What follows belongs to an exercise in optimizing a design on an open flow for small area and a short achievable clock period; a production flow would make more cautious choices. The RTL was checked by simulation tests, not by an equivalence proof against the original design. The flow treats the clock pin as an ideal source. Dropping or thinning the clock tree relies on that and would not hold on a real chip.

## Top
module Top(reset,start,pause,waitt,clk_50ns,speedup,AN,Seg);
clock: 120.0 ns
lec_check: 0
cap_margin: 20
core_margin: 2
core_utilization: 40
slew_margin: 20
standard.sh (not shown) runs the stock make flow with config.mk's settings and CLKGATE_MAP_FILE= SYNTH_SCRIPT=/design/flow/synth_recipe.tcl, a recipe that flattens the netlist after the stock synthesis.
==> flow/flow/run.sh <==
#!/bin/bash
# Layout flow: the standard synthesis, then its combinational logic
# re-mapped by ABC with an area-oriented script (flip-flops kept as they
# are, same cells and names), then the standard ORFS flow, with plain
# buffers on the ports and a small two-level clock tree built by cts.tcl
# in place of ORFS's clock tree synthesis.  Each tool's output goes to a
# log file of its own in this folder.
set -euo pipefail
R=orfs/results/${FLOW_PLATFORM}/Top/base
LIB=${FLOW_HOME}/platforms/${FLOW_PLATFORM}/lib/sky130_fd_sc_hd__tt_025C_1v80.lib

bash standard.sh synth > 1_standard_synth.log 2>&1

cp ${R}/1_2_yosys.v ${R}/1_2_yosys_standard.v
FFS=$(grep -oE "sky130_fd_sc_hd__(df|edf|sdf|dl)[a-z0-9_]+" ${R}/1_2_yosys_standard.v | sort -u | tr '\n' ' ')
sed -e "s#@LIB@#${LIB}#g" -e "s#@FFS@#${FFS}#g" -e "s#@IN@#${R}/1_2_yosys_standard.v#g" \
    -e "s#@OUT@#${R}/1_2_yosys.v#g" flow/remap.ys > remap.ys
yosys -s remap.ys > 2_remap_yosys.log 2>&1
rm -f ${R}/1_synth.odb ${R}/1_synth.sdc
touch ${R}/1_2_yosys.v ${R}/1_2_yosys.sdc

bash standard.sh "BUFFER_PORTS_ARGS=-buffer_cell sky130_fd_sc_hd__buf_2" place > 3_standard_place.log 2>&1

RESULTS=${R} CLK_PORT=clk_50ns NLEAF=5 LEAF_CAP=15 ROOT_BUF=sky130_fd_sc_hd__clkbuf_8 LEAF_BUF=sky130_fd_sc_hd__clkbuf_8 \
  openroad -no_init -exit flow/cts.tcl > 4_cts_openroad.log 2>&1

bash standard.sh "BUFFER_PORTS_ARGS=-buffer_cell sky130_fd_sc_hd__buf_2" finish > 5_standard_finish.log 2>&1
==> flow/flow/remap.ys <==
# Re-map the combinational logic of the standard synthesis netlist.  The
# flip-flop cells are black boxes, so every register keeps its cell and name.
read_liberty -ignore_miss_func @LIB@
blackbox @FFS@
read_verilog @IN@
hierarchy -check -top Top
flatten
opt_clean -purge
abc -script +strash;&get,-n;&deepsyn,-T,600;&dch,-f;&nf,-R,1000;&put -liberty @LIB@ -dont_use *probe* -dont_use *lpflow* -D 120000
opt_clean -purge
splitnets
opt_clean -purge
hilomap -singleton -hicell sky130_fd_sc_hd__conb_1 HI -locell sky130_fd_sc_hd__conb_1 LO
insbuf -buf sky130_fd_sc_hd__buf_4 A X
check
stat -liberty @LIB@
write_verilog -noattr -nohex -nodec @OUT@
Other scripts of this flow, unchanged in this note and not shown: flow/flow/cts.tcl
Change:
--- a/flow/flow/run.sh
+++ b/flow/flow/run.sh
@@ -22 +22 @@
-bash standard.sh "BUFFER_PORTS_ARGS=-buffer_cell sky130_fd_sc_hd__buf_2" place > 3_standard_place.log 2>&1
+bash standard.sh "BUFFER_PORTS_ARGS=-buffer_cell sky130_fd_sc_hd__buf_2" "CORE_UTILIZATION=75" "PLACE_DENSITY=0.85" place > 3_standard_place.log 2>&1
@@ -27 +27 @@
-bash standard.sh "BUFFER_PORTS_ARGS=-buffer_cell sky130_fd_sc_hd__buf_2" finish > 5_standard_finish.log 2>&1
+bash standard.sh "BUFFER_PORTS_ARGS=-buffer_cell sky130_fd_sc_hd__buf_2" "CORE_UTILIZATION=75" "PLACE_DENSITY=0.85" finish > 5_standard_finish.log 2>&1
--- a/flow/flow/remap.ys
+++ b/flow/flow/remap.ys
@@ -9 +9 @@
-abc -script +strash;&get,-n;&deepsyn,-T,600;&dch,-f;&nf,-R,1000;&put -liberty @LIB@ -dont_use *probe* -dont_use *lpflow* -D 120000
+abc -script +strash;&get,-n;&deepsyn,-T,60;&dch,-f;&nf,-R,1000;&put -liberty @LIB@ -dont_use *probe* -dont_use *lpflow* -D 120000
Result: Final area came out lower slightly. Sequential cell count stays the same. Global-route usage is higher by 16 points.
No run of this note takes its clock network from TritonCTS; it comes from the design's own scripts or RTL.

==> what the ideal ports hide <==
In the flow no input, the clock included, has a driving cell. The finished layouts below were timed again as built, in two steps. Step 1 assumes that a clkbuf_16 drives the clock port and a buf_2 every other input. Step 2, shift: input delay + t, output delay - t, t = (earliest + latest rising clock arrival at the registers) / 2. This alone moves slack from input paths to output paths. Three values: ideal ports, drivers, drivers and shift; two values: the first two.
| run | t, ns | slack for setup (ns) | worst setup path after step 2 | worst slew at a driven data input, ns | cell pins on the clock port's net |
|---|---|---|---|---|---|
| the first run | 0.378 | 93.071 / 93.038 / 93.166 | input to register | 0.03 | 1 |
| the second run | 0.368 | 93.140 / 93.110 / 93.135 | input to register | 0.03 | 1 |
After both steps every run listed still meets setup and hold. For the second run, which loses most, drivers alone change the setup slack by -0.030 ns; drivers and shift together by -0.005 ns.
